This is an optimization exercise on Yosys and OpenROAD, whose aim is a short achievable clock period, not a production implementation. Where RTL was checked, it was by simulation tests only, not by an equivalence proof against the original. No driver is modelled on the clock port, so clock power and skew are understated where the tree is cut down; a real chip needs a root buffer or a tree. Power is estimated from default activity; no workload was simulated.

// alu
module alu(OPA, OPB, CIN, INP_VALID, CLK, RST, CMD, CE, MODE, COUT, OFLOW, RES, G, E, L, ERR);
    input [7:0] OPA, OPB;
    input CLK, RST, CE, MODE, CIN;
    input [1:0] INP_VALID;
    input [3:0] CMD;
    output reg [15:0] RES;
    output reg COUT, OFLOW, G, E, L, ERR;
    wire vab = INP_VALID[0] & INP_VALID[1];
    wire va = INP_VALID[0];
    wire vb = INP_VALID[1];
    wire am = CE & MODE;
    wire lm = CE & ~MODE;
    wire d_add = am & vab & (CMD == 4'd0);
    wire d_sub = am & vab & (CMD == 4'd1);
    wire d_addc = am & vab & (CMD == 4'd2);
    wire d_subc = am & vab & (CMD == 4'd3);
    wire d_inca = am & va & (CMD == 4'd4);
    wire d_deca = am & va & (CMD == 4'd5);
    wire d_incb = am & vb & (CMD == 4'd6);
    wire d_decb = am & vb & (CMD == 4'd7);
    wire d_cmp = am & vab & (CMD == 4'd8);
    wire d_sadd = am & vab & (CMD == 4'd11);
    wire d_ssub = am & vab & (CMD == 4'd12);
    wire d_and = lm & vab & (CMD == 4'd0);
  ...
Settings: LEC_CHECK=0, CAP_MARGIN=20, CORE_MARGIN=2, CORE_UTILIZATION=40, SLEW_MARGIN=20; clock period 8.0 ns.
standard.sh (not shown) runs the stock make flow with config.mk's settings and CLKGATE_MAP_FILE= SYNTH_SCRIPT=/design/flow/synth_recipe.tcl, a recipe that flattens the netlist after the stock synthesis.
==> flow/flow/run.sh <==
#!/bin/bash
# Standard ORFS flow (the standard.sh) with: the standard flow's synthesis script wrapped so that
# ABC uses flow/abc_speed.script, no full-adder cell extraction, and repair_timing aiming
# well below the 8 ns constraint.
W=$(pwd)
export MY_ABC_SCRIPT=$W/flow/abc_speed.script
export FLOW_SYNTH_TCL=$W/synth_recipe.tcl
bash standard.sh SYNTH_SCRIPT=$W/flow/my_synth.tcl ADDER_MAP_FILE= ABC_CLOCK_PERIOD_IN_PS=1000 \
  SETUP_SLACK_MARGIN=5.6 GPL_TIMING_DRIVEN=1 finish > flow_make.log 2>&1
==> flow/flow/abc_speed.script <==
strash
&get -n
&st
&if -g -K 6
&syn2
&if -g -K 6
&put
dch -f
map {D}
buffer
upsize {D}
dnsize {D}
stime -p
==> flow/flow/my_synth.tcl <==
# The standard flow's synthesis script (synth_recipe.tcl), with Yosys's abc pass given our own ABC
# script: SOP balancing before a delay-driven standard-cell map.
proc abc {args} {
  set i [lsearch -exact $args -script]
  if {$i >= 0} { lset args [expr {$i + 1}] $::env(MY_ABC_SCRIPT) }
  yosys abc {*}$args
}
source $::env(FLOW_SYNTH_TCL)
Then changed:
--- a/flow/flow/run.sh
+++ b/flow/flow/run.sh
@@ -7,3 +7,3 @@
 export FLOW_SYNTH_TCL=$W/synth_recipe.tcl
 bash standard.sh SYNTH_SCRIPT=$W/flow/my_synth.tcl ADDER_MAP_FILE= ABC_CLOCK_PERIOD_IN_PS=1000 \
-  SETUP_SLACK_MARGIN=5.6 GPL_TIMING_DRIVEN=1 finish > flow_make.log 2>&1
+  SETUP_SLACK_MARGIN=5.6 finish > flow_make.log 2>&1
Maximum frequency stays the same.
Area after synthesis stays the same.
Cell count stays the same.
Sequential power hardly moves.
Critical path depth is unchanged.
Register-to-register slack is about the same.
Wire length stays the same.
Setup slack stays the same.
Count of clock-buffer cells in the layout does not change.
Power is unchanged.
Clock power stays flat.

---

Another version of the RTL of alu (not shown whole).
For scale: about 1900 cells after synthesis, ~180 flip-flops, about 49 I/O pins, roughly 12000 µm² of cells after synthesis.
export LEC_CHECK = 0
export CAP_MARGIN = 20
export CORE_MARGIN = 2
export CORE_UTILIZATION = 40
export SLEW_MARGIN = 20
create_clock -name core_clock -period 8.0 [get_ports {CLK}]
==> flow/flow/run.sh <==
#!/bin/bash
# Standard ORFS flow (the standard.sh) with:
#  - the standard flow's synthesis script wrapped so that ABC uses flow/abc_speed.script, and no
#    full-adder cell extraction;
#  - input port buffers resized and a hand-built two-level clock tree
#    (flow/pre_cts.tcl, flow/manual_cts.tcl) in place of TritonCTS;
#  - after CTS, drive-0 and low-power cells sized up and one more timing repair
#    (flow/post_cts.tcl);
#  - repair_timing aiming well below the 8 ns constraint.
W=$(pwd)
export MY_FLOW_DIR=$W/flow
export MY_ABC_SCRIPT=$W/flow/abc_speed.script
export FLOW_SYNTH_TCL=$W/synth_recipe.tcl
export MCTS_NROOT=4
export MCTS_NLEAF=2
bash standard.sh SYNTH_SCRIPT=$W/flow/my_synth.tcl ADDER_MAP_FILE= ABC_CLOCK_PERIOD_IN_PS=1000 \
  PRE_CTS_TCL=$W/flow/pre_cts.tcl POST_CTS_TCL=$W/flow/post_cts.tcl SETUP_SLACK_MARGIN=5.65 finish > flow_make.log 2>&1
==> flow/flow/abc_speed.script <==
strash
&get -n
&st
&if -g -K 6
&syn2
&if -g -K 6
&put
dch
map {D}
buffer
upsize {D}
dnsize {D}
stime -p
Scripts as last shown in full above: flow/flow/my_synth.tcl
Other scripts of this flow, unchanged in this note and not shown: flow/flow/manual_cts.tcl, flow/flow/post_cts.tcl, flow/flow/pre_cts.tcl
The baseline completed with no timing, DRC or antenna violations.
Rerun with:
--- a/flow/flow/run.sh
+++ b/flow/flow/run.sh
@@ -5,6 +5,4 @@
 #  - input port buffers resized and a hand-built two-level clock tree
 #    (flow/pre_cts.tcl, flow/manual_cts.tcl) in place of TritonCTS;
-#  - after CTS, drive-0 and low-power cells sized up and one more timing repair
-#    (flow/post_cts.tcl);
 #  - repair_timing aiming well below the 8 ns constraint.
 W=$(pwd)
@@ -15,3 +13,3 @@
 export MCTS_NLEAF=2
 bash standard.sh SYNTH_SCRIPT=$W/flow/my_synth.tcl ADDER_MAP_FILE= ABC_CLOCK_PERIOD_IN_PS=1000 \
-  PRE_CTS_TCL=$W/flow/pre_cts.tcl POST_CTS_TCL=$W/flow/post_cts.tcl SETUP_SLACK_MARGIN=5.65 finish > flow_make.log 2>&1
+  PRE_CTS_TCL=$W/flow/pre_cts.tcl POST_CTS_TCL=$W/flow/post_cts.tcl SETUP_SLACK_MARGIN=5.75 finish > flow_make.log 2>&1
Outcome:
- The changed run went through all stages and came out clean
- flip-flop and latch count stays the same
- routed wire length came out higher by roughly a tenth
- setup slack degrades by 0.0042 ns
- total power climbs by a little under a tenth
- cell count rises by a few percent
- clock skew rose by 0.0059 ns
- cell area rose by roughly a tenth
- global-route usage increases by 2.7 points
- register-to-register slack loses 0.03 ns
- via count climbs by a few percent
Rerun with:
--- a/flow/flow/run.sh
+++ b/flow/flow/run.sh
@@ -13,3 +13,3 @@
 export MCTS_NLEAF=2
 bash standard.sh SYNTH_SCRIPT=$W/flow/my_synth.tcl ADDER_MAP_FILE= ABC_CLOCK_PERIOD_IN_PS=1000 \
-  PRE_CTS_TCL=$W/flow/pre_cts.tcl POST_CTS_TCL=$W/flow/post_cts.tcl SETUP_SLACK_MARGIN=5.75 finish > flow_make.log 2>&1
+  PRE_CTS_TCL=$W/flow/pre_cts.tcl POST_CTS_TCL=$W/flow/post_cts.tcl SETUP_SLACK_MARGIN=5.7 finish > flow_make.log 2>&1
==> flow/flow/abc_speed.script (replaced) <==
strash
&get -n
&st
&if -g -K 6
&syn2
&if -g -K 6
&put
dch -f
map {D}
buffer
upsize {D}
dnsize {D}
stime -p
This time the run stopped in synthesis (1_2_yosys).
Rerun with:
==> flow/flow/abc_speed.script (replaced) <==
strash
&get -n
&st
&if -g -K 6
&syn2
&if -g -K 6
&put
dch
map {D}
buffer
upsize {D}
dnsize {D}
stime -p
Outcome:
- The changed run completed with no timing, DRC or antenna violations
The clock cells of the first, second and fourth runs of this note come from the design's own scripts or RTL, not from TritonCTS.

---

Another version of the RTL of alu (not shown whole).
Size in the first run: ~120 flip-flops.
export LEC_CHECK = 0
export CAP_MARGIN = 20
export CORE_MARGIN = 2
export CORE_UTILIZATION = 40
export SLEW_MARGIN = 20
create_clock -name core_clock -period 8.0 [get_ports {CLK}]
==> flow/flow/run.sh <==
#!/bin/bash
# Standard ORFS flow (the standard.sh) with:
#  - the standard flow's synthesis script wrapped so that ABC uses flow/abc_speed.script, and no
#    full-adder cell extraction;
#  - a one-level clock tree (flow/manual_cts.tcl) in place of TritonCTS;
#  - repair_timing aiming well below the 8 ns constraint.
W=$(pwd)
export MY_FLOW_DIR=$W/flow
export MY_ABC_SCRIPT=$W/flow/abc_speed.script
export FLOW_SYNTH_TCL=$W/synth_recipe.tcl
bash standard.sh SYNTH_SCRIPT=$W/flow/my_synth.tcl ADDER_MAP_FILE= ABC_CLOCK_PERIOD_IN_PS=1000 \
  PRE_CTS_TCL=$W/flow/pre_cts.tcl SETUP_SLACK_MARGIN=5.8 CORE_UTILIZATION=65 finish > flow_make.log 2>&1
Scripts as last shown in full above: flow/flow/my_synth.tcl
Other scripts of this flow, unchanged in this note and not shown: flow/flow/abc_speed.script, flow/flow/manual_cts.tcl, flow/flow/pre_cts.tcl
The baseline aborted during global routing with DPL-0038.
==> next run, changes <==
--- a/flow/flow/run.sh
+++ b/flow/flow/run.sh
@@ -12 +12 @@
-  PRE_CTS_TCL=$W/flow/pre_cts.tcl SETUP_SLACK_MARGIN=5.8 CORE_UTILIZATION=65 finish > flow_make.log 2>&1
+  PRE_CTS_TCL=$W/flow/pre_cts.tcl SETUP_SLACK_MARGIN=${MY_MARGIN:-5.8} ${MY_EXTRA:-} finish > flow_make.log 2>&1
After rerunning:
- This time the run went through all stages and came out clean
- synthesized area stays the same
- synthesized cell count stays the same
No run of this note included a check of the RTL's function; only the layout flow was run. The clock cells of the second run of this note come from the design's own scripts or RTL, not from TritonCTS.

---

Setup of tundra:
alu, a different RTL version from the one above (not shown whole).
Size: roughly 180 flip-flops, about 49 I/O pins, ~0.012 sq mm of cells after synthesis.
==> flow/config.mk <==
export PLATFORM = sky130hd
export DESIGN_NAME = alu
export DESIGN_NICKNAME = alu
export VERILOG_FILES = /design/flow/design.v
export SDC_FILE = /design/flow/constraint.sdc
export NUM_CORES = 4
export LEC_CHECK = 0
export CAP_MARGIN = 20
export CORE_MARGIN = 2
export CORE_UTILIZATION = 40
export SLEW_MARGIN = 20
==> flow/constraint.sdc <==
create_clock -name core_clock -period 8.0 [get_ports {CLK}]
set_input_delay 1.6000 -clock core_clock [delete_from_list [all_inputs] [get_ports {CLK}]]
set_output_delay 1.6000 -clock core_clock [all_outputs]
set_load 0.01 [all_outputs]
==> flow/flow/run.sh <==
#!/bin/bash
# Standard ORFS flow (the standard.sh) with:
#  - the standard flow's synthesis script wrapped so that ABC uses flow/abc_speed.script, and no
#    full-adder cell extraction;
#  - input port buffers resized and a hand-built two-level clock tree
#    (flow/pre_cts.tcl, flow/manual_cts.tcl) in place of TritonCTS;
#  - repair_timing aiming well below the 8 ns constraint.
W=$(pwd)
export MY_FLOW_DIR=$W/flow
export MY_ABC_SCRIPT=$W/flow/abc_speed.script
export FLOW_SYNTH_TCL=$W/synth_recipe.tcl
export MCTS_NROOT=4
export MCTS_NLEAF=2
bash standard.sh SYNTH_SCRIPT=$W/flow/my_synth.tcl ADDER_MAP_FILE= ABC_CLOCK_PERIOD_IN_PS=1000 \
  PRE_CTS_TCL=$W/flow/pre_cts.tcl POST_CTS_TCL=$W/flow/post_cts.tcl SETUP_SLACK_MARGIN=5.7 finish > flow_make.log 2>&1
==> flow/flow/post_cts.tcl <==
# End of ORFS's CTS step: size up the weakest logic cells (drive 0, low-power inverters)
# left by repair_timing, run one more round of timing repair, and legalize again.
foreach inst [get_cells *] {
  set m [get_property $inst ref_name]
  if {[regexp {^sky130_fd_sc_hd__([a-z0-9]+)_0$} $m -> base]} {
    catch { replace_cell $inst sky130_fd_sc_hd__${base}_1 }
  } elseif {[regexp {^sky130_fd_sc_hd__clkinvlp_([0-9]+)$} $m -> n]} {
    catch { replace_cell $inst sky130_fd_sc_hd__inv_$n }
  }
}
estimate_parasitics -placement
repair_timing_helper
detailed_placement
check_placement -verbose
Scripts as last shown in full above: flow/flow/my_synth.tcl
Other scripts of this flow, unchanged in this note and not shown: flow/flow/abc_speed.script, flow/flow/manual_cts.tcl, flow/flow/pre_cts.tcl
What willow does differently from tundra at the input level:
diff --git a/flow/flow/run.sh b/flow/flow/run.sh
--- a/flow/flow/run.sh
+++ b/flow/flow/run.sh
@@ -15 +15 @@
-  PRE_CTS_TCL=$W/flow/pre_cts.tcl POST_CTS_TCL=$W/flow/post_cts.tcl SETUP_SLACK_MARGIN=5.7 finish > flow_make.log 2>&1
+  PRE_CTS_TCL=$W/flow/pre_cts.tcl POST_CTS_TCL=$W/flow/post_cts.tcl SETUP_SLACK_MARGIN=5.8 finish > flow_make.log 2>&1
### Flow results
willow ended up with a higher clock period minus worst slack than tundra did. Compared with tundra, willow degrades worst path setup slack after routing. tundra reports its worst setup path endpoint as RES[14] while willow reports row1_q[3]. Cell count for willow: about 2.4% up relative to tundra. Looking only at wire length reported by the detailed router, and setting everything else aside, the higher value of willow and tundra goes to willow. Cell-internal power in willow vs tundra: up 2.2%. Compared with tundra, willow shows a higher core utilization of the finished layout.
Inputs modified between willow and maple:
diff --git a/flow/flow/run.sh b/flow/flow/run.sh
--- a/flow/flow/run.sh
+++ b/flow/flow/run.sh
@@ -15 +15 @@
-  PRE_CTS_TCL=$W/flow/pre_cts.tcl POST_CTS_TCL=$W/flow/post_cts.tcl SETUP_SLACK_MARGIN=5.8 finish > flow_make.log 2>&1
+  PRE_CTS_TCL=$W/flow/pre_cts.tcl SETUP_SLACK_MARGIN=5.7 finish > flow_make.log 2>&1
removed: flow/flow/post_cts.tcl
### Flow results
In maple, the delay of the slowest cell on the worst path came out 50 ps above the value in willow. Shortest clock period the worst path allows after layout deteriorates in maple relative to willow. Between maple and willow, the register-to-register slack does not differ in any meaningful way. maple: met1 capacity usage during global routing is 2.7 points lower than what willow reported. Measured against each other, maple and willow differ in power, the lower figure coming from maple. Going from willow to maple, the core utilization was found to have gone down by 5.0 points. Summary of the comparison: detailed-route wire length is lower in maple, relative to willow. maple -> willow: number of I/O pins delta 0, exact match. [maple] global-route usage fell 4.2 points relative to willow.
No run of this note takes its clock network from TritonCTS; it comes from the design's own scripts or RTL.

re-timing with driven ports:
The results above use ideal ports. As a check the final layouts listed here were re-extracted and re-timed, cells and wires unchanged. Step 1 sets driving cells, clkbuf_16 on the clock port and buf_2 on the other inputs (assumed; they add their load-dependent delay and slew). Step 2 adds t to the input delays and takes it off the output delays; t is the mean of the earliest and latest rising clock arrival at the registers after step 1. Input paths then give back, and output paths get back, about the clock's delay inside the block. Slacks: no drivers / after step 1 / after step 2; pairs: no drivers / after step 1.
run | t (ns) | setup slack, ns | worst setup path after step 2 | latest minus earliest clock arrival (ns)
the first run of note 1 | 0.460 | 5.480 / 5.432 / 5.141 | input to register | 0.015 / 0.016
the second run of note 1 | 0.460 | 5.480 / 5.432 / 5.141 | input to register | 0.015 / 0.016
the first run of note 2 | 0.392 | 5.593 / 5.490 / 5.386 | input to register | 0.019 / 0.018
the second run of note 2 | 0.396 | 5.589 / 5.494 / 5.369 | input to register | 0.024 / 0.024
the fourth run of note 2 | 0.390 | 5.512 / 5.480 / 5.364 | input to register | 0.033 / 0.033
the second run of note 3 | 0.273 | 5.238 / 5.287 / 5.014 | input to register | 0.022 / 0.022
tundra | 0.410 | 5.557 / 5.448 / 5.180 | input to register | 0.040 / 0.040
willow | 0.394 | 5.452 / 5.474 / 5.103 | input to register | 0.034 / 0.034
maple | 0.392 | 5.316 / 5.360 / 4.968 | input to register | 0.036 / 0.036
After both steps every run listed still meets setup and hold. The setup slack of tundra, which loses most, moves by -0.109 ns with the drivers and by -0.377 ns with both steps.
